Context: an optimization exercise on an open-source flow, tuned for small area and a short achievable clock period. The choices shown serve that exercise and are no tape-out recipe.
Function was not checked in any run shown here: the RTL went through the layout flow alone.
Power and IR drop assume default switching activity.

==> design/flow/design.v <==
module alu (input wire reset, sel, input wire [1:0] op, input wire [15:0] a, b, d,
	    output wire [15:0] w, output wire cout);
	wire inv, s_d, s_sum, s_lg, s_or;
	wire [15:0] g, p;
	wire [16:0] c;
	wire [3:0] gg, pp;
	aluctl ctl (.reset(reset), .sel(sel), .op(op), .inv(inv), .s_d(s_d), .s_sum(s_sum), .s_lg(s_lg), .s_or(s_or));
	assign c[0] = inv;
	genvar i, k;
	generate
		for (i = 0; i < 16; i = i + 1) begin : bs
			pgen pg (.a(a[i]), .b(b[i]), .inv(inv), .g(g[i]), .p(p[i]));
			wsel ws (.s_d(s_d), .s_sum(s_sum), .s_lg(s_lg), .s_or(s_or), .d(d[i]), .p(p[i]), .g(g[i]), .c(c[i]), .w(w[i]));
		end
		for (k = 0; k < 4; k = k + 1) begin : grp
			cla4 cl (.g(g[4*k +: 4]), .t(p[4*k +: 4]), .ci(c[4*k]), .c(c[4*k+1 +: 3]), .gg(gg[k]), .pp(pp[k]));
		end
	endgenerate
	cla4top ct (.g(gg), .p(pp), .ci(c[0]), .c4(c[4]), .c8(c[8]), .c12(c[12]), .c16(c[16]));
	assign cout = c[16];
endmodule
module aluctl (input wire reset, sel, input wire [1:0] op, output wire inv, s_d, s_sum, s_lg, s_or);
	assign inv = op[0] & ~op[1];
	assign s_d = ~sel & ~reset;
	assign s_sum = sel & ~op[1] & ~reset;
	assign s_lg = sel & op[1] & ~reset;
	assign s_or = sel & op[1] & op[0] & ~reset;
endmodule
module pgen (input wire a, b, inv, output wire g, p);
	wire bx = b ^ inv;
	assign g = a & bx;
	assign p = a ^ bx;
endmodule
module wsel (input wire s_d, s_sum, s_lg, s_or, d, p, g, c, output wire w);
	assign w = (s_d & d) | (s_sum & (p ^ c)) | (s_lg & g) | (s_or & p);
endmodule
module cla4 (input wire [3:0] g, t, input wire ci, output wire [2:0] c, output wire gg, pp);
	assign c[0] = g[0] | (t[0] & ci);
	assign c[1] = g[1] | (t[1] & g[0]) | (t[1] & t[0] & ci);
	assign c[2] = g[2] | (t[2] & g[1]) | (t[2] & t[1] & g[0]) | (t[2] & t[1] & t[0] & ci);
	assign gg = g[3] | (t[3] & g[2]) | (t[3] & t[2] & g[1]) | (t[3] & t[2] & t[1] & g[0]);
	assign pp = &t;
endmodule
module cla4top (input wire [3:0] g, p, input wire ci, output wire c4, c8, c12, c16);
	assign c4  = g[0] | (p[0] & ci);
	assign c8  = g[1] | (p[1] & g[0]) | (p[1] & p[0] & ci);
	assign c12 = g[2] | (p[2] & g[1]) | (p[2] & p[1] & g[0]) | (p[2] & p[1] & p[0] & ci);
	assign c16 = g[3] | (p[3] & g[2]) | (p[3] & p[2] & g[1]) | (p[3] & p[2] & p[1] & g[0])
	           | (p[3] & p[2] & p[1] & p[0] & ci);
endmodule
module wrdec (input wire reset, wr, input wire [2:0] addr, output wire [7:0] ld, nld);
	genvar i;
	generate
		for (i = 0; i < 8; i = i + 1) begin : g
			assign ld[i] = (wr & (addr == i)) | reset;
			assign nld[i] = ~ld[i];
		end
	endgenerate
endmodule
module dec3 (input wire [2:0] addr, output wire [7:0] y);
	genvar i;
	generate
		for (i = 0; i < 8; i = i + 1) begin : g
			assign y[i] = (addr == i);
		end
	endgenerate
endmodule
module hold1 (input wire ld, nld, d, q, output wire y);
	assign y = (ld & d) | (nld & q);
endmodule
module rd8 (input wire [7:0] s, q, output wire o);
	assign o = |(s & q);
endmodule
module reg_alu (input wire clk, reset, sel, wr, input wire [1:0] op, input wire [2:0] rd_addr_a,
		rd_addr_b, wr_addr, input wire [15:0] d_in, output wire [15:0] d_out_a, d_out_b, output wire cout);
	wire [15:0] wdata;
	wire [7:0] ld, nld, ra, rb;
	wire [127:0] y;
	reg [15:0] r0, r1, r2, r3, r4, r5, r6, r7;
	wire [127:0] q = {r7, r6, r5, r4, r3, r2, r1, r0};
	wrdec wdec (.reset(reset), .wr(wr), .addr(wr_addr), .ld(ld), .nld(nld));
	dec3 adec (.addr(rd_addr_a), .y(ra));
	dec3 bdec (.addr(rd_addr_b), .y(rb));
	genvar i, j;
	generate
		for (i = 0; i < 8; i = i + 1) begin : row
			for (j = 0; j < 16; j = j + 1) begin : col
				hold1 h (.ld(ld[i]), .nld(nld[i]), .d(wdata[j]), .q(q[16*i+j]), .y(y[16*i+j]));
			end
		end
		for (j = 0; j < 16; j = j + 1) begin : rd
			rd8 ma (.s(ra), .q({q[112+j], q[96+j], q[80+j], q[64+j], q[48+j], q[32+j], q[16+j], q[j]}), .o(d_out_a[j]));
			rd8 mb (.s(rb), .q({q[112+j], q[96+j], q[80+j], q[64+j], q[48+j], q[32+j], q[16+j], q[j]}), .o(d_out_b[j]));
		end
	endgenerate
	always @(posedge clk) begin
		r0 <= y[15:0];
		r1 <= y[31:16];
		r2 <= y[47:32];
		r3 <= y[63:48];
		r4 <= y[79:64];
		r5 <= y[95:80];
		r6 <= y[111:96];
		r7 <= y[127:112];
	end
	alu calc (.reset(reset), .sel(sel), .op(op), .a(d_out_a), .b(d_out_b), .d(d_in), .w(wdata), .cout(cout));
endmodule
==> design/flow/run.sh <==
#!/bin/bash
# synth_recipe.tcl (not shown) runs the flow's synth.tcl, then flattens the netlist and writes it again
# the make line also repeats each setting of config.mk as NAME=value (left out here)
make -C /OpenROAD-flow-scripts/flow DESIGN_CONFIG=/design/flow/config.mk WORK_HOME=/design/flow/orfs CLKGATE_MAP_FILE= SYNTH_SCRIPT=/design/flow/synth_recipe.tcl finish
==> design/flow/config.mk <==
export PLATFORM = sky130hd
export DESIGN_NAME = reg_alu
export DESIGN_NICKNAME = reg_alu
export VERILOG_FILES = /design/flow/design.v
export SDC_FILE = /design/flow/constraint.sdc
export NUM_CORES = 4
export LEC_CHECK = 0
export ABC_CLOCK_PERIOD_IN_PS = 5000
export CAP_MARGIN = 20
export CORE_MARGIN = 2
export CORE_UTILIZATION = 40
export SETUP_SLACK_MARGIN = 5
export SLEW_MARGIN = 20
export SYNTH_HIERARCHICAL = 1
==> design/flow/constraint.sdc <==
create_clock -name core_clock -period 12.0 [get_ports {clk}]
set_input_delay 2.4000 -clock core_clock [delete_from_list [all_inputs] [get_ports {clk}]]
set_output_delay 2.4000 -clock core_clock [all_outputs]
set_load 0.01 [all_outputs]
==> metrics list, run 1 <==
* Area enclosed by the die boundary: 16620 um^2
- Ys async rst share: 0%
- Maximum operating frequency: 140.5 MHz
- Worst path slowest cell: sky130_fd_sc_hd__xor2_4
- For this run, the detailed router's first-pass iteration total came to 6.
- After clock tree synthesis, the clock-pin slew on the worst setup and hold paths is 60 ps.
- Final routed wire length divided by cell count: 27.01 um
- Startpoint of the lowest-slack register-to-register path: r3[1]$_DFF_P_
- Count of cells along the worst register-to-register path: 15
* Synth-to-layout area growth: 39.51%
* Total wire length: 25880 um
* # rows: 45
* Nature of the critical path startpoint: primary input
- Share of post-route cells with drive strength above 1: 22.08%
- Routed Antenna Nets: 0
- Type of the worst min-delay path: register to register
- DRC Markers: 0
* Antenna violations before repair: 0
- Synthesized cell area: 6242 um^2
- CTS root buf: sky130_fd_sc_hd__clkbuf_16
* Hold Crit Start: r0[12]$_DFF_P_
- Unrepaired setup endpoints after global routing: true
- Required arrival time at the worst endpoint: 9600 ps
- Cell area after placement: 7266 um^2
- Largest stage delay on the critical path: 270 ps
- During I/O placement, the number of pins put on the boundary was 64.
- Capture endpoint of the worst hold path: r0[12]$_DFF_P_
* Reg-to-Reg End: r6[15]$_DFF_P_
- In this run the tool buffered the top-level ports with 63 buffer cells.
- Sequential cells were found to cover 41.05% of the synthesized design area.
* Worst hold path cell count: 1
* Kind of critical path: primary input to output port
* Total setup violations reported at the end of the flow: 0
* Worst endpoint data arrival time: 4720 ps
* Quantity of hold-fixing buffers added after cts: 0
* Crit-path cells: buf_12 > nor3b_4 > buf_4 > a22oi_2 > nand4_1 > xor2_4 > ha_4 > a21oi_2 > o21ai_2 > a21o_1 > a21o_1 > a31o_1 > buf_2
* Count of vias placed by the detailed router: 6754
* Clock H-tree levels: 4
* Detailed-placement wirelength estimate: 14640 um
- The net count of the finished layout is 805.
* Max Root-Sink Buffers: 2
* Clock tree from TritonCTS: done
- Fill cells in the final layout number 1294.
- Subtracting the final worst setup slack from the clock period gives 7117 ps.
- For this design, the sink count on the clock tree is 128.
* Post-synthesis area per instance: 10.37 um^2
* Effective utilization at floorplan: 41.06%
- Clock tree synthesis inserted a total of 17 buffers.
- Period utilization: 59.31%
- Remaining Overflow, GRT: 0
- The first global-routing pass estimated 38010 um of wire.
- The tool flagged a number of max-cap violations equal to 0.
- After synthesis the netlist holds a flip-flop and latch count of 128.
- Synthesized instance count: 602
- Setup TNS: 0 ps
- Worst clock skew: 9.820 ps
- Entering global routing, the biggest net connects 20 pins.
- From left edge to right edge, the die measures 128.9 um.
- In the synthesized netlist the dominant register cell turns out to be sky130_fd_sc_hd__dfxtp_1.
* Overall track demand over capacity in global routing: 30.51%
- Counting flops with a built-in enable in the synthesized netlist gives 0.
* Slew at the pin with the worst max-slew slack: 1099 ps
- STA classifies the critical path endpoint as an output port.
* Synthesized netlist net count: 649
- The number of global-route vias before repair is 6527.
* Run status: timing/DRC/antenna clean
- LEAKAGE: 3.473 nW
- The congestion estimate from routability-driven global placement came to 0.8912.
* Initial detailed-routing violation count: 1080
- Instance count after placement with tap cells included: 864
- Measured along the y axis, the die boundary spans 128.9 um.
* Clk Latency, worst-skew pair: 430 ps
* Number of standard cells in the final layout excluding fillers: 958
- The number of antenna diodes in the final layout is 0.
* Max VDD drop: 115.8 uV
- Remaining max-slew budget at the tightest pin: 26.73%
- Area of all placed cells without fillers: 8708 um^2
* Pins Over Slew Limit: 0
* Core footprint: 15200 um^2
- Reg2reg setup slack: 8310 ps
- Final hold violation count: 0
- Counting stages on the worst path, the most repeated cell is sky130_fd_sc_hd__a21o_1.
* Worst Path Max Fanout: 8
- Dividing total power by cell area gives a power density of 182.4 nW/um^2.
- In the routed layout, each cell is associated on average with a via count of 7.050.
- During synthesis, Yosys emitted a total of 7 warnings.
* Netlist cell types: 28
registers in the layout, indices dropped and copies added, names as in the netlist:
signal / flops
r0: 16
r1: 16
r2: 16
r3: 16
r4: 16
r5: 16
r6: 16
r7: 16
metal layers:
metal,global-route usage [%],vias to the layer above,wire length (um)
met1,39.26,3264,10300
met3,7.069,115,2530
li1,-,2878,-
met5,0,-,0
met4,17.33,0,1376
met2,47.12,497,11670
worst max-delay path, delay by kind of cell:
kind,cells,cell delay (ps)
fa+ha+maj,1,230
compound gates,6,980
simple gates,2,410
xor+xnor,1,270
buf+inv,3,430
how the worst max path moves through the flow:
stage | slack [ps] | startpoint | depth (start not counted) | end
final | 4880 | rd_addr_b[2] | 13 | cout
after global routing | 4800 | rd_addr_b[2] | 13 | cout
after CTS | 4980 | rd_addr_b[1] | 14 | cout
after detailed placement | 3390 | rd_addr_b[1] | 12 | cout
after global placement | 3450 | rd_addr_b[1] | 12 | cout
after floorplan | 5080 | rd_addr_b[2] | 10 | cout
cells in the mapped netlist, types with 8 or more instances:
cell type / instances / area, um^2
sky130_fd_sc_hd__xnor2_1: 16 / 140.1
sky130_fd_sc_hd__ha_1: 16 / 200.2
sky130_fd_sc_hd__a21oi_1: 11 / 55.05
sky130_fd_sc_hd__a31o_1: 9 / 78.83
sky130_fd_sc_hd__o21ai_1: 20 / 100.1
sky130_fd_sc_hd__nand2_1: 8 / 30.03
sky130_fd_sc_hd__dfxtp_1: 128 / 2562
sky130_fd_sc_hd__a22o_1: 128 / 1121
sky130_fd_sc_hd__xor2_1: 16 / 140.1
sky130_fd_sc_hd__a22oi_1: 128 / 960.9
sky130_fd_sc_hd__nand4_1: 32 / 200.2
sky130_fd_sc_hd__inv_1: 17 / 63.81
sky130_fd_sc_hd__a21o_1: 19 / 142.6
sky130_fd_sc_hd__a222oi_1: 16 / 160.2
per-stage QoR:
stage / setup WS, ps / total power, mW / hold slack [ps] / utilization [%]
final: 4883 / 1.588 / 498.7 / 57.28
after global routing: 4798 / 1.645 / 512.3 / 57.28
after CTS: 4979 / 1.547 / 500.1 / 56.11
after detailed placement: 3391 / 0.9503 / 481.5 / 47.79
after global placement: 3448 / 0.9407 / 475.6 / 47.79
after floorplan: 5083 / 0.8062 / 463.0 / -
cells in the final DEF (no fill, tap or decap), types with 5 or more instances in the layout:
| cell type | n |
|---|---|
| sky130_fd_sc_hd__a21o_1 | 19 |
| sky130_fd_sc_hd__a21oi_1 | 6 |
| sky130_fd_sc_hd__a21oi_2 | 5 |
| sky130_fd_sc_hd__a222oi_1 | 16 |
| sky130_fd_sc_hd__a22o_1 | 128 |
| sky130_fd_sc_hd__a22oi_1 | 112 |
| sky130_fd_sc_hd__a22oi_2 | 16 |
| sky130_fd_sc_hd__a31o_1 | 9 |
| sky130_fd_sc_hd__and3b_4 | 6 |
| sky130_fd_sc_hd__buf_12 | 9 |
| sky130_fd_sc_hd__buf_4 | 63 |
| sky130_fd_sc_hd__buf_6 | 8 |
| sky130_fd_sc_hd__clkbuf_16 | 17 |
| sky130_fd_sc_hd__clkdlybuf4s50_1 | 54 |
| sky130_fd_sc_hd__dfxtp_1 | 128 |
| sky130_fd_sc_hd__ha_1 | 11 |
| sky130_fd_sc_hd__inv_1 | 17 |
| sky130_fd_sc_hd__nand2_1 | 7 |
| sky130_fd_sc_hd__nand4_1 | 32 |
| sky130_fd_sc_hd__nor2_1 | 6 |
| sky130_fd_sc_hd__o21ai_1 | 19 |
| sky130_fd_sc_hd__xnor2_1 | 16 |
| sky130_fd_sc_hd__xor2_1 | 13 |
cell type report:
cell class | count | area, um^2 | area share (%)
Clock buffer | 18 | 439.2 | 5.043
Timing Repair Buffer | 141 | 1340 | 15.39
Inverter | 17 | 63.81 | 0.7328
Tap cell | 188 | 235.2 | 2.701
Clock inverter | 13 | 187.7 | 2.155
Multi-Input combinational cell | 453 | 3880 | 44.55
Sequential cell | 128 | 2562 | 29.43
cells by family after synthesis:
kind of cell / Yosys count / synth area share, %
adders and majority gates: 16 / 3.207
AOI/OAI and AO/OA: 336 / 42.49
and+or+nand+nor: 69 / 7.176
DFF: 128 / 41.05
xor gates and xnor gates: 32 / 4.490
buffers and inverters: 21 / 1.583
modules after synthesis, one instance, submodules excluded, excerpt:
module / cell area (um^2) / cells
pgen: 21.27 / 2
aluctl: 37.54 / 5
rd8: 36.28 / 5
wrdec: 180.2 / 24
hold1: 8.758 / 1
wsel: 27.53 / 4
dec3: 65.06 / 8
cla4top: 38.79 / 5
cla4: 57.56 / 10
reg_alu: 2562 / 128
power by group:
| part | leakage, nW | total (mW) | internal [mW] | switching, mW |
|---|---|---|---|---|
| Combinational | 2.12 | 0.465 | 0.233 | 0.232 |
| Clock | 0.298 | 0.555 | 0.352 | 0.203 |
| Sequential | 1.06 | 0.568 | 0.501 | 0.0669 |
repair_timing:
action | 4_1_cts | 5_1_grt
setup buffers | 56 | 7
pin swaps | 30 | 21
resized for setup | 79 | 23
endpoints found under the hold margin | 0 | 0
setup endpoints to repair | 17 | 2
==> run 2: changes to the inputs <==
--- a/design/flow/config.mk
+++ b/design/flow/config.mk
@@ -9,6 +9,6 @@
 export CAP_MARGIN = 20
 export CORE_MARGIN = 2
 export CORE_UTILIZATION = 40
-export SETUP_SLACK_MARGIN = 5
+export SETUP_SLACK_MARGIN = 4
 export SLEW_MARGIN = 20
 export SYNTH_HIERARCHICAL = 1
==> run 2 against run 1 <==
Compared with the run above: non-clock buffer count fell by 49; clock skew is 0.94 ps lower; first-iteration DRC count up 8.2%; clock power decreased by 4.1%; core utilization decreased by 4.9 points; critical path depth is 2 lower; sequential power fell by 0.7%; critical endpoint unchanged; largest cell class unchanged; highest routed layer unchanged.
==> metrics list, run 2 <==
* Required arrival time at the worst endpoint: 9600 ps (about the same)
- The worst-case register-to-register setup slack came to 8420 ps (+110 ps).
- Max Root-Sink Buffers: 2 (unchanged)
* Detailed Routing Iterations Pass 1: 8 (+2)
- Synthesized netlist net count: 649 (unchanged)
- The worst hold path belongs to the class register to register.
- The worst setup path is captured at an output port.
* Number of storage elements in the synthesis netlist: 128 (unchanged)
- Quantity of hold-fixing buffers added after cts: 0 (unchanged)
- The setup-violating endpoint count in the final report is 0 (unchanged).
* Area of all placed cells without fillers: 7969 um^2 (-8.5%)
* CTS sink cnt: 128 (unchanged)
* Global placement routability congestion: 0.9041 (+1.4%)
* Startpoint of the lowest-slack register-to-register path: r0[1]$_DFF_P_
- The maximum clock frequency was 127.8 MHz (-9.0%).
- The number of design rule violations left after detail routing came to 0 (unchanged).
- The cell sitting at the root of the clock tree is a sky130_fd_sc_hd__clkbuf_16.
* Instance count after placement with tap cells included: 868 (+0.46%)
- Worst setup path endpoint: cout
- Top area cells in the synthesized netlist: sky130_fd_sc_hd__dfxtp_1, sky130_fd_sc_hd__a22o_1, sky130_fd_sc_hd__a22oi_1
- Cell area after placement: 7263 um^2 (about the same)
* Die boundary width: 128.9 um (unchanged)
* Boundary pin count: 64 (unchanged)
* Number of buffers created by CTS: 17 (unchanged)
- Effective utilization at floorplan: 41.06% (unchanged)
- Detailed-placement wirelength estimate: 14410 um (-1.6%)
- Number of warnings issued by yosys: 7 (unchanged)
* Netlist cell types: 28 (unchanged)
- The overall track demand over capacity in global routing came to 29.92% (-0.60 points).
* Nature of the critical path startpoint: primary input
- Total of max-cap violations: 0 (unchanged)
- The critical path is of the primary input to output port type.
- Clock tree from TritonCTS: done
- Total wire length: 24960 um (-3.6%)
* Net count reported at finish: 756 (-6.1%)
* Setup TNS: 0 ps (unchanged)
- The share of the clock period used by the worst path came to 65.20% (+5.9 points).
- The number of H-tree branching levels came to 4 (unchanged).
- Most instantiated flip-flop cell in the synthesis netlist: sky130_fd_sc_hd__dfxtp_1
- The async set-or-reset flop fraction in the synthesized netlist was 0% (unchanged).
- The share of post-route cells with drive strength above 1 was 11.91% (-10 points).
* Total of buffers placed on input and output ports: 63 (unchanged)
- Synthesized cell area: 6242 um^2 (unchanged)
- The number of placement rows was 45 (unchanged).
* Final worst path period need: 7824 ps (+707.5 ps)
- Unrepaired setup endpoints after global routing: false
- The residual overflow from global routing came to 0 (unchanged).
- Final hold violation count: 0 (unchanged)
* Post-detailed-route via-to-cell ratio: 7.106 (+0.80%)
* Number of standard cells in the final layout excluding fillers: 911 (-4.9%)
- The post-route antenna net violation count was 0 (unchanged).
- The initial antenna violation count is 1 (+1).
* Sequential share of the synthesized area: 41.05% (unchanged)
- The biggest area contributor in the post-synthesis netlist is sky130_fd_sc_hd__dfxtp_1.
- The number of global-route vias before repair came to 6162 (-5.6%).
- The portion of synthesized cell area occupied by the leading cell type was 41.05% (unchanged).
- Worst Path Max Fanout: 16 (+8)
* Final routed wire length divided by cell count: 27.39 um (+1.4%)
* Synth-to-layout area growth: 27.66%
- Launch point of the worst path: rd_addr_a[2]
- LEAKAGE: 3.140 nW (-9.6%)
- The data arrival time of the critical path is 5420 ps (+700 ps).
- Reg-to-Reg End: r2[15]$_DFF_P_
- Synthesized instance count: 602 (unchanged)
* Clk Latency, worst-skew pair: 430 ps (about the same)
- The placeable core region is 15200 um^2 (unchanged).
- Clock slew seen by the registers of the worst setup and hold paths: 60 ps (about the same)
- Run status: timing/DRC/antenna clean
- The global-route wire length before repair was 36550 um (-3.8%).
- The violation count after the first detailed-routing iteration came to 1169 (+8.2%).
- The final setup skew came to 8.884 ps (-0.9362 ps).
- Number of synthesized flops with an enable pin: 0 (unchanged)
* Remaining max-slew budget at the tightest pin: 25.61% (-1.1 points)
- Top cells by instance count after synthesis: sky130_fd_sc_hd__a22o_1, sky130_fd_sc_hd__a22oi_1, sky130_fd_sc_hd__dfxtp_1
- Max VDD drop: 106.4 uV (-8.1%)
- The total via count after detailed routing was 6474 (-4.1%).
- The maximum number of pins on one net before global-route repair came to 20 (unchanged).
- Area enclosed by the die boundary: 16620 um^2 (unchanged)
* Post-synthesis area per instance: 10.37 um^2 (unchanged)
- In the layout the commonest cells are sky130_fd_sc_hd__a22oi_1, sky130_fd_sc_hd__a22o_1, sky130_fd_sc_hd__dfxtp_1.
- The overall die height is 128.9 um (unchanged).
- The depth of the worst register-to-register path was 14 (-1).
- The power density relative to cell area is 187.1 nW/um^2 (+2.6%).
- Pins Over Slew Limit: 0 (unchanged)
- Slew at the pin with the worst max-slew slack: 1116 ps (+16.76 ps)
run 2: cell counts after synthesis:
Identical to the previous run, type by type.
run 2: layout make-up:
type	count	area [um^2]
Fill cell	1345	7233
Sequential cell	128	2562
Antenna cell	1	2.502
Multi-Input combinational cell	453	3651
Clock inverter	14	165.2
Timing Repair Buffer	92	849.6
Inverter	17	63.81
Tap cell	188	235.2
Clock buffer	18	439.2
run 2: per-module statistics from Yosys, one instance, submodules excluded, excerpt:
| module | times used | area [um^2] | cells inside | flops+latches |
|---|---|---|---|---|
| pgen | 16 | 21.27 | 2 | 0 |
| wsel | 16 | 27.53 | 4 | 0 |
| aluctl | 1 | 37.54 | 5 | 0 |
| cla4top | 1 | 38.79 | 5 | 0 |
| cla4 | 4 | 57.56 | 10 | 0 |
| rd8 | 32 | 36.28 | 5 | 0 |
| hold1 | 128 | 8.758 | 1 | 0 |
| reg_alu | 1 | 2562 | 128 | 128 |
run 2: logic make-up (layout without fill, tap and decap cells):
logic type                 Yosys count  after routing  synth area share (%)
AOI/OAI and AO/OA                  336            336                 42.49
DFF                                128            128                 41.05
and+or+nand+nor                     69             69                 7.176
xor gates and xnor gates            32             32                 4.490
buffers and inverters               21            141                 1.583
adders and majority gates           16             16                 3.207
other                                0              1                     0
run 2: how the worst min path moves through the flow:
stage | startpoint | endpoint | slack (ps) | cells after the start
2_1_floorplan | r0[0]$_DFF_P_ | r0[0]$_DFF_P_ | 460 | 1
3_3_place_gp | r2[9]$_DFF_P_ | r2[9]$_DFF_P_ | 480 | 1
3_5_place_dp | r0[5]$_DFF_P_ | r0[5]$_DFF_P_ | 480 | 1
4_1_cts | r5[2]$_DFF_P_ | r5[2]$_DFF_P_ | 500 | 1
5_1_grt | r7[6]$_DFF_P_ | r7[6]$_DFF_P_ | 510 | 1
6_report | r0[8]$_DFF_P_ | r0[8]$_DFF_P_ | 500 | 1
run 2: metrics by stage:
step,worst slack (ps),hold WS [ps],power (mW),util (%)
final,4176,502.9,1.491,52.42
after global routing,4035,511.7,1.551,52.40
after CTS,4089,498.9,1.478,51.85
after detailed placement,3735,482.7,0.9504,47.78
after global placement,3829,476.1,0.9413,47.78
after floorplan,4478,463.0,0.8052,-
run 2: timing repair:
| action | in CTS | in global routing |
|---|---|---|
| setup endpoints to repair | 1 | 1 |
| gates resized for setup | 14 | 8 |
| setup buffers | 0 | 10 |
| gates cloned | 0 | 0 |
run 2: routing by layer:
metal	vias to the layer above	wire, um	track usage (%)
met5	-	0	1.176
met4	0	791	12.79
met3	71	3111	11.19
met2	483	10540	42.67
met1	3137	10510	40.35
li1	2783	-	-
run 2: worst max-delay path, cell delays in order:
cell and delay, ps:
sky130_fd_sc_hd__dlygate4sd2_1 400, sky130_fd_sc_hd__and3b_4 360, sky130_fd_sc_hd__a22oi_1 230, sky130_fd_sc_hd__nand4_1 170
sky130_fd_sc_hd__ha_1 410, sky130_fd_sc_hd__a21oi_1 180, sky130_fd_sc_hd__o21ai_1 80, sky130_fd_sc_hd__a21o_1 190
sky130_fd_sc_hd__a21o_1 280, sky130_fd_sc_hd__a31o_1 240, sky130_fd_sc_hd__clkdlybuf4s50_1 470
run 2: report_power, final:
group          switching [mW]  internal [mW]
Combinational           0.210          0.185
Sequential             0.0632          0.501
Clock                   0.201          0.331
Total                   0.474           1.02
==> run 3: changes to the inputs <==
==> design/flow/flow/run.sh (new file) <==
#!/bin/bash
set -e
echo 'export BUFFER_PORTS_ARGS = -buffer_cell sky130_fd_sc_hd__buf_2' >> config.mk
bash standard.sh > standard.log 2>&1
==> design/flow/standard.sh (new file) <==
#!/bin/bash
# synth_recipe.tcl (not shown) runs the flow's synth.tcl, then flattens the netlist and writes it again
# the make line also repeats each setting of config.mk as NAME=value (left out here)
make -C /OpenROAD-flow-scripts/flow DESIGN_CONFIG=/design/flow/config.mk WORK_HOME=/design/flow/orfs CLKGATE_MAP_FILE= SYNTH_SCRIPT=/design/flow/synth_recipe.tcl "${@:-finish}"
--- a/design/flow/config.mk
+++ b/design/flow/config.mk
@@ -9,6 +9,9 @@
 export CAP_MARGIN = 20
 export CORE_MARGIN = 2
 export CORE_UTILIZATION = 40
+export CTS_BUF_LIST = sky130_fd_sc_hd__clkbuf_4
+export CTS_CLUSTER_SIZE = 16
 export SETUP_SLACK_MARGIN = 4
 export SLEW_MARGIN = 20
 export SYNTH_HIERARCHICAL = 1
+export BUFFER_PORTS_ARGS = -buffer_cell sky130_fd_sc_hd__buf_2
removed: design/flow/run.sh
==> run 3 against run 2 <==
Compared with the run above: global-route usage fell by 0.77 points; clock power fell by 35%; synthesized cell count unchanged; hold slack gained 12 ps; sequential share of layout area increased by 3.0 points; die area unchanged; core utilization decreased by 4.5 points; cell count decreased by 1.4%; maximum frequency grew 0.38%; sequential power hardly changed; largest cell class unchanged; highest routed layer unchanged.
==> metrics list, run 3 <==
- Run status: timing/DRC/antenna clean
- Count of vias placed by the detailed router: 6471 (-0.046%)
* Synth-to-layout area growth: 16.70%
- Nature of the critical path startpoint: primary input
- In the layout the commonest cells are sky130_fd_sc_hd__a22oi_1, sky130_fd_sc_hd__a22o_1, sky130_fd_sc_hd__dfxtp_1.
- The average via count per standard cell came to 7.206 (+1.4%).
* CTS root buf: sky130_fd_sc_hd__clkbuf_4
* Top cells by instance count after synthesis: sky130_fd_sc_hd__a22o_1, sky130_fd_sc_hd__a22oi_1, sky130_fd_sc_hd__dfxtp_1
* Synthesized cell area: 6242 um^2 (unchanged)
- Cell Int Power: 841.9 uW (-17%)
- Quantity of hold-fixing buffers added after cts: 0 (unchanged)
* Number of buffers created by CTS: 17 (unchanged)
- Type of the worst min-delay path: register to register
- Setup repair after global routing left no endpoint under its margin.
* Maximum number of pins on one net before global-route repair: 20 (unchanged)
- The detailed-router iteration count before antenna repair came to 8 (unchanged).
- LEAKAGE: 3.011 nW (-4.1%)
- The number of max-slew violations in the final report was 0 (unchanged).
- Global placement routability congestion: 0.8915 (-1.4%)
- Worst clock skew: 18.77 ps (+9.889 ps)
- Cell area after placement: 6953 um^2 (-4.3%)
- Worst hold slack across all endpoints: 514.7 ps (+11.82 ps)
* Utilization of the core after routing: 47.92% (-4.5 points)
* Initial detailed-routing violation count: 941 (-20%)
* Clock H-tree levels: 4 (unchanged)
- The signal on the critical path passes through buf_2 > nor3b_4 > a22oi_1 > nand4_1 > xor2_1 > ha_1 > a21oi_1 > o21ai_1 > a21o_1 > a21o_1 > a31o_1 > buf_2.
- Most instantiated flip-flop cell in the synthesis netlist: sky130_fd_sc_hd__dfxtp_1
* Number of synthesized flops with an enable pin: 0 (unchanged)
* Boundary pin count: 64 (unchanged)
- The post-route antenna net violation count is 0 (unchanged).
- Total wire length: 24280 um (-2.7%)
* Antenna violations before repair: 1 (unchanged)
- Combinational fraction of design power: 28.8% (+2.3 points)
- Kind of critical path: primary input to output port
- The placeable core region was 15200 um^2 (unchanged).
- Detailed-placement wirelength estimate: 14720 um (+2.2%)
- Worst path slowest cell: sky130_fd_sc_hd__nor3b_4
- Required arrival time at the worst endpoint: 9600 ps (about the same)
- Number of storage elements in the synthesis netlist: 128 (unchanged)
* Clock slew seen by the registers of the worst setup and hold paths: 110 ps (+50 ps)
* Post-synthesis area per instance: 10.37 um^2 (unchanged)
- The final instance area came to 7284 um^2 (-8.6%).
* Final worst-path setup slack: 4205 ps (+29.35 ps)
- The count of clock tree sinks was 128 (unchanged).
* Largest stage delay on the critical path: 830 ps (+360 ps)
- Sequential share of the synthesized area: 41.05% (unchanged)
* Worst endpoint data arrival time: 5400 ps (-20 ps)
- Worst slack, placed: 4329 ps (+593.6 ps)
- Clock tree from TritonCTS: done
* Number of warnings issued by yosys: 7 (unchanged)
* Area enclosed by the die boundary: 16620 um^2 (unchanged)
- Remaining Overflow, GRT: 0 (unchanged)
- Final worst path period need: 7795 ps (-29.35 ps)
- Switching share of power: 33.94% (+2.2 points)
* Sw power: 432.5 uW (-8.7%)
* Sequential cell fraction of total power: 44.1% (+6.3 points)
* Max VDD drop: 74.14 uV (-30%)
- The count of cell types in the netlist came to 28 (unchanged).
- The portion of synthesized cell area occupied by the leading cell type was 41.05% (unchanged).
- Global-route wire length before repair: 36410 um (-0.38%)
- The async set-or-reset flop fraction in the synthesized netlist was 0% (unchanged).
* Max Root-Sink Buffers: 2 (unchanged)
- The post-synthesis cell count came to 602 (unchanged).
- Net count reported at finish: 744 (-1.6%)
- # rows: 45 (unchanged)
* Top area cells in the synthesized netlist: sky130_fd_sc_hd__dfxtp_1, sky130_fd_sc_hd__a22o_1, sky130_fd_sc_hd__a22oi_1
- The number of I/O port buffers came to 63 (unchanged).
- Period utilization: 64.96% (-0.24 points)
* Worst Path Max Fanout: 16 (unchanged)
* Effective utilization at floorplan: 41.06% (unchanged)
- The relative max-transition margin is 31.68% (+6.1 points).
- The number of design rule violations left after detail routing came to 0 (unchanged).
- The overall track demand over capacity in global routing is 29.15% (-0.77 points).
- Die boundary width: 128.9 um (unchanged)
- Maximum operating frequency: 128.3 MHz (+0.38%)
- Via count of the first global-routing pass: 6263 (+1.6%)
- Kind of cell adding the most delay to the critical path: compound AO/OA/AOI/OAI gates
* Total power divided by cell area: 174.9 nW/um^2 (-6.5%)
- Synthesized netlist net count: 649 (unchanged)
- Slew at the pin with the worst max-slew slack: 1025 ps (-90.98 ps)
- The setup-violating endpoint count in the final report is 0 (unchanged).
* Power share of the clock group: 27.2% (-8.5 points)
* Share of post-route cells with drive strength above 1: 18.48% (+6.6 points)
- Post-CTS repair timing setup buffer count: 0 (unchanged)
- Kind of capture point of the worst setup path: output port
- Clk Latency, worst-skew pair: 560 ps (+130 ps)
- The biggest area contributor in the post-synthesis netlist is sky130_fd_sc_hd__dfxtp_1.
- The overall die height came to 128.9 um (unchanged).
- The worst path buffer plus inverter count came to 2 (unchanged).
- The detail-routed net length per standard cell came to 27.03 um (-1.3%).
- The number of resized instances in the post-cts repair step is 0 (-14).
- The number of max-cap violations came to 0 (unchanged).
* Setup TNS: 0 ps (unchanged)
* Final hold violation count: 0 (unchanged)
[run 3: cell counts after synthesis]
Identical to the previous run, type by type.
[run 3: Yosys stat by module (local to each module, per instance), excerpt]
module | cells | area, um^2 | copies in the design
cla4 | 10 | 57.56 | 4
hold1 | 1 | 8.758 | 128
pgen | 2 | 21.27 | 16
rd8 | 5 | 36.28 | 32
reg_alu | 128 | 2562 | 1
wrdec | 24 | 180.2 | 1
wsel | 4 | 27.53 | 16
[run 3: path summary, 6_finish.rpt]
path,start,to,slack [ps],cells after the start
worst max-delay path,rd_addr_b[2],cout,4200,12
worst min-delay path,r7[4]$_DFF_P_,r7[4]$_DFF_P_,510,1
worst max register to register,r0[1]$_DFF_P_,r6[15]$_DFF_P_,8370,14
worst min register to register,r7[4]$_DFF_P_,r7[4]$_DFF_P_,510,1
[run 3: final cells by class]
cell class                      instances  area [um^2]
Antenna cell                            1        2.502
Timing Repair Buffer                   80        442.9
Tap cell                              188        235.2
Sequential cell                       128         2562
Clock inverter                         13        193.9
Fill cell                            1452         7918
Clock buffer                           18        135.1
Multi-Input combinational cell        453         3649
Inverter                               17        63.81
[run 3: cells by family after synthesis]
kind of cell | after synthesis | synth area share [%]
buffers and inverters | 21 | 1.583
AND/OR/NAND/NOR | 69 | 7.176
adder cells (fa/ha/maj) | 16 | 3.207
flip-flops | 128 | 41.05
XOR/XNOR | 32 | 4.490
AO/OA/AOI/OAI | 336 | 42.49
[run 3: through the flow]
stage	cells	total power, mW
after floorplan	602	0.8052
after global placement	866	0.9111
after detailed placement	866	0.9245
after CTS	897	1.265
after global routing	898	1.331
final	898	1.274
[run 3: metal layers]
| layer | vias to the layer above | track usage (%) | part of all wire (%) |
|---|---|---|---|
| met1 | 3162 | 37.21 | 41 |
| met4 | 0 | 12.72 | 3.7 |
| li1 | 2765 | - | - |
| met2 | 451 | 45.53 | 45 |
| met5 | - | 0 | 0 |
| met3 | 93 | 8.981 | 10 |
[run 3: power groups by stage]
stage	combinational, mW	sequential [mW]	clock (mW)
after CTS	0.359	0.558	0.348
final	0.367	0.562	0.346
after floorplan	0.254	0.551	0
after global placement	0.347	0.564	0
after global routing	0.396	0.569	0.366
after detailed placement	0.357	0.567	0
==> run 4: changes to the inputs <==
==> design/flow/flow/run.sh (replaced) <==
#!/bin/bash
set -e
echo 'export BUFFER_PORTS_ARGS = -buffer_cell sky130_fd_sc_hd__buf_1' >> config.mk
bash standard.sh > standard.log 2>&1
--- a/design/flow/config.mk
+++ b/design/flow/config.mk
@@ -14,4 +14,4 @@
 export SETUP_SLACK_MARGIN = 4
 export SLEW_MARGIN = 20
 export SYNTH_HIERARCHICAL = 1
-export BUFFER_PORTS_ARGS = -buffer_cell sky130_fd_sc_hd__buf_2
+export BUFFER_PORTS_ARGS = -buffer_cell sky130_fd_sc_hd__buf_1
==> run 4 against run 3 <==
Compared with the run above: largest power group unchanged; first-iteration DRC count rose by 15%; combinational power is 3% lower; core utilization fell by 0.58 points; maximum frequency grew 2.0%; register-to-register slack worse by 50 ps; setup slack better by 150 ps; cell count is 0.33% higher; routed wire length is 1.6% lower; synthesized cell count unchanged; area after synthesis did not move; count of clock-buffer cells in the layout up 2; total power down 1.8%.
==> metrics list, run 4 <==
- Run status: timing/DRC/antenna clean
- Total of max-cap violations: 0 (unchanged)
* Setup TNS: 0 ps (unchanged)
- The detailed-route wire length is 23890 um (-1.6%).
- Sequential cell fraction of total power: 45.0% (+0.9 points)
* Number of warnings issued by yosys: 7 (unchanged)
- Pins Over Slew Limit: 0 (unchanged)
* Via count of the first global-routing pass: 5941 (-5.1%)
- The setup-violating endpoint count in the final report came to 0 (unchanged).
* Post-detailed-route via-to-cell ratio: 7.098 (-1.5%)
- The fraction of power spent switching nets came to 34.41% (+0.47 points).
- Maximum operating frequency: 130.8 MHz (+2.0%)
- Synth-to-layout area growth: 15.27%
* Kind of critical path: primary input to output port
- In this run the worst hold path is classified as register to register.
- The post-route antenna net violation count came to 0 (unchanged).
- The critical-path maximum fanout was 16 (unchanged).
- The filler cell count in the final layout came to 1455 (+0.21%).
* Post-CTS repair timing setup buffer count: 0 (unchanged)
* Quantity of hold-fixing buffers added after cts: 0 (unchanged)
- Total of buffers placed on input and output ports: 63 (unchanged)
* Most instantiated flip-flop cell in the synthesis netlist: sky130_fd_sc_hd__dfxtp_1
* Leading cell types in the layout, fill and taps excluded: sky130_fd_sc_hd__a22oi_1, sky130_fd_sc_hd__a22o_1, sky130_fd_sc_hd__dfxtp_1
* Utilization of the core after routing: 47.33% (-0.58 points)
* Final hold violation count: 0 (unchanged)
- The clock-pin slew on the worst setup and hold paths is 100 ps (about the same).
* Combinational fraction of design power: 28.5% (-0.3 points)
- The horizontal die dimension is 128.9 um (unchanged).
- Max Root-Sink Buffers: 2 (unchanged)
* Sequential share of the synthesized area: 41.05% (unchanged)
- Worst clock skew: 15.68 ps (-3.088 ps)
- Slew at the pin with the worst max-slew slack: 1090 ps (+64.72 ps)
- Required arrival time at the worst endpoint: 9600 ps (about the same)
* Global placement routability congestion: 0.8936 (+0.24%)
- STA classifies the critical path endpoint as an output port.
* Overall track demand over capacity in global routing: 28.55% (-0.60 points)
- Global-route wire length before repair: 35180 um (-3.4%)
- Synthesized netlist net count: 649 (unchanged)
- The final layout net count came to 746 (+0.27%).
* Top cells by instance count after synthesis: sky130_fd_sc_hd__a22o_1, sky130_fd_sc_hd__a22oi_1, sky130_fd_sc_hd__dfxtp_1
- Detailed Routing Iterations Pass 1: 6 (-2)
* Clock tree from TritonCTS: done
- The final hold slack came to 513.4 ps (-1.371 ps).
- STA classifies the critical path startpoint as a primary input.
- Synthesized instance count: 602 (unchanged)
- Top area cells in the synthesized netlist: sky130_fd_sc_hd__dfxtp_1, sky130_fd_sc_hd__a22o_1, sky130_fd_sc_hd__a22oi_1
- Synthesized cell area: 6242 um^2 (unchanged)
* Area of the multi-input gates: 3636 um^2 (-0.34%)
* CTS sink cnt: 128 (unchanged)
- The data arrival time of the critical path was 5240 ps (-160 ps).
* Unrepaired setup endpoints after global routing: false
- The largest total area in the synthesized netlist belongs to sky130_fd_sc_hd__dfxtp_1.
- Ys async rst share: 0% (unchanged)
- The share of the clock period used by the worst path is 63.69% (-1.3 points).
- CTS root buf: sky130_fd_sc_hd__clkbuf_4
- The number of resized instances in the post-cts repair step is 0 (unchanged).
* Antenna violations before repair: 1 (unchanged)
- The detail-routed net length per standard cell was 26.52 um (-1.9%).
- The overall die height came to 128.9 um (unchanged).
- The violation count after the first detailed-routing iteration is 1082 (+15%).
- Combined flip-flop and latch cell area: 2562 um^2 (unchanged)
- Clk Latency, worst-skew pair: 560 ps (about the same)
- The relative max-transition margin is 27.36% (-4.3 points).
- Boundary pin count: 64 (unchanged)
* Power share of the clock group: 26.6% (-0.6 points)
- The design internal power is 820.7 uW (-2.5%).
- Number of storage elements in the synthesis netlist: 128 (unchanged)
- # rows: 45 (unchanged)
* Final worst path period need: 7642 ps (-152.7 ps)
* Fraction of synthesized cell area taken by the top area cell type: 41.05% (unchanged)
- The number of buffers inserted during clock tree synthesis came to 17 (unchanged).
- The number of enable flip-flop cells after synthesis was 0 (unchanged).
- The number of H-tree branching levels was 4 (unchanged).
- Effective utilization at floorplan: 41.06% (unchanged)
* Netlist cell types: 28 (unchanged)
- The maximum number of pins on one net before global-route repair is 20 (unchanged).
- The maximum resistive drop on vdd was 60.22 uV (-19%).
- The number of design rule violations left after detail routing came to 0 (unchanged).
- The half-perimeter wire length after detailed placement is 14310 um (-2.8%).
* Count of vias placed by the detailed router: 6395 (-1.2%)
- LEAKAGE: 2.809 nW (-6.7%)
* Core footprint: 15200 um^2 (unchanged)
- Post-synthesis area per instance: 10.37 um^2 (unchanged)
- Sw power: 430.6 uW (-0.45%)
- The area enclosed by the die boundary is 16620 um^2 (unchanged).
- The share of post-route cells with drive strength above 1 was 9.972% (-8.5 points).
* Total power divided by cell area: 173.9 nW/um^2 (-0.61%)
* Remaining Overflow, GRT: 0 (unchanged)
## run 4: layer usage
| metal | wire length (um) | vias up | global-route usage (%) |
|---|---|---|---|
| met5 | 0 | - | 0 |
| li1 | - | 2768 | - |
| met1 | 9787 | 3080 | 39.35 |
| met4 | 669 | 0 | 11.13 |
| met2 | 10350 | 489 | 41.92 |
| met3 | 3088 | 58 | 8.565 |
## run 4: critical path, cell delays in order
cell and delay, ps:
sky130_fd_sc_hd__buf_1 260, sky130_fd_sc_hd__and3b_2 450, sky130_fd_sc_hd__a22oi_1 270, sky130_fd_sc_hd__nand4_1 180, sky130_fd_sc_hd__xor2_1 180, sky130_fd_sc_hd__ha_1 370, sky130_fd_sc_hd__a21oi_1 190, sky130_fd_sc_hd__o21ai_1 90
sky130_fd_sc_hd__a21o_1 200, sky130_fd_sc_hd__a21o_1 280, sky130_fd_sc_hd__a31o_1 250, sky130_fd_sc_hd__buf_1 120
## run 4: path summary, 6_finish.rpt
path                                     start             end  cells past startpoint  slack (ps)
worst min-delay path            r5[13]$_DFF_P_  r5[13]$_DFF_P_                      1         510
worst max-delay path              rd_addr_b[1]            cout                     12        4360
worst max register to register   r0[1]$_DFF_P_  r6[15]$_DFF_P_                     14        8320
worst min register to register  r5[13]$_DFF_P_  r5[13]$_DFF_P_                      1         510
## run 4: power groups by stage
stage	logic, mW	registers (mW)	clock network, mW
6_report	0.356	0.563	0.332
5_1_grt	0.383	0.570	0.354
4_1_cts	0.351	0.558	0.333
3_5_place_dp	0.349	0.567	0
3_3_place_gp	0.341	0.565	0
2_1_floorplan	0.254	0.551	0
## run 4: layout make-up
cell class	instances	share of cell area, %
inverters	17	0.8868
repair buffers	82	5.269
flip-flops and latches	128	35.61
clock buffers	20	2.087
diodes	1	0.03478
multi-input cells	453	50.53
well taps	188	3.269
clock inverters	12	2.313
## run 4: kinds of logic (layout without fill, tap and decap cells)
logic type / count (synthesis) / count (layout) / synth area share, %
fa+ha+maj: 16 / 16 / 3.207
buf+inv: 21 / 131 / 1.583
compound gates: 336 / 336 / 42.49
simple gates: 69 / 69 / 7.176
other cells: 0 / 1 / 0
flops: 128 / 128 / 41.05
xor+xnor: 32 / 32 / 4.490
## run 4: stage by stage
step                power [mW]  cells  area (um^2)  setup WS (ps)
finish                   1.251    901         7196           4358
floorplan               0.8052    602         6242           4478
global route             1.308    901         7196           4199
detailed placement      0.9159    868         6877           4438
global placement        0.9063    868         6877           4546
CTS                      1.242    900         7193           4419
## run 4: per-module statistics from Yosys, one instance, submodules excluded, a selection
module	flip-flops and latches	cell area, um^2	copies in the design
reg_alu	128	2562	1
wrdec	0	180.2	1
cla4	0	57.56	4
cla4top	0	38.79	1
aluctl	0	37.54	1
rd8	0	36.28	32
wsel	0	27.53	16
pgen	0	21.27	16
hold1	0	8.758	128

separate check: timing with driven ports:
No port has a modelled driver above. Below, the same layouts with a new extraction and two added sets of constraints.
Step 1: set_driving_cell puts a clkbuf_16 on clk and a buf_2 on each other input, an assumption about the parent block.
Step 2 also shifts input and output timing later by t, the mid clock arrival at the registers, as if the neighbouring blocks saw the same clock.
Three values: ideal ports, drivers, drivers and shift; two values: the first two.
run	t, ns	slack for setup (ns)	hold slack, ns	worst setup path at the end
run 1	0.465	4.883 / 4.837 / 4.837	0.499 / 0.499 / 0.499	input to output
run 2	0.467	4.176 / 4.146 / 4.146	0.503 / 0.503 / 0.503	input to output
run 3	0.587	4.205 / 4.182 / 4.182	0.515 / 0.515 / 0.515	input to output
run 4	0.585	4.358 / 4.336 / 4.336	0.513 / 0.513 / 0.513	input to output
After both steps every run listed still meets setup and hold. For run 1, which loses most, drivers alone change the setup slack by -0.046 ns; drivers and shift together by -0.046 ns.
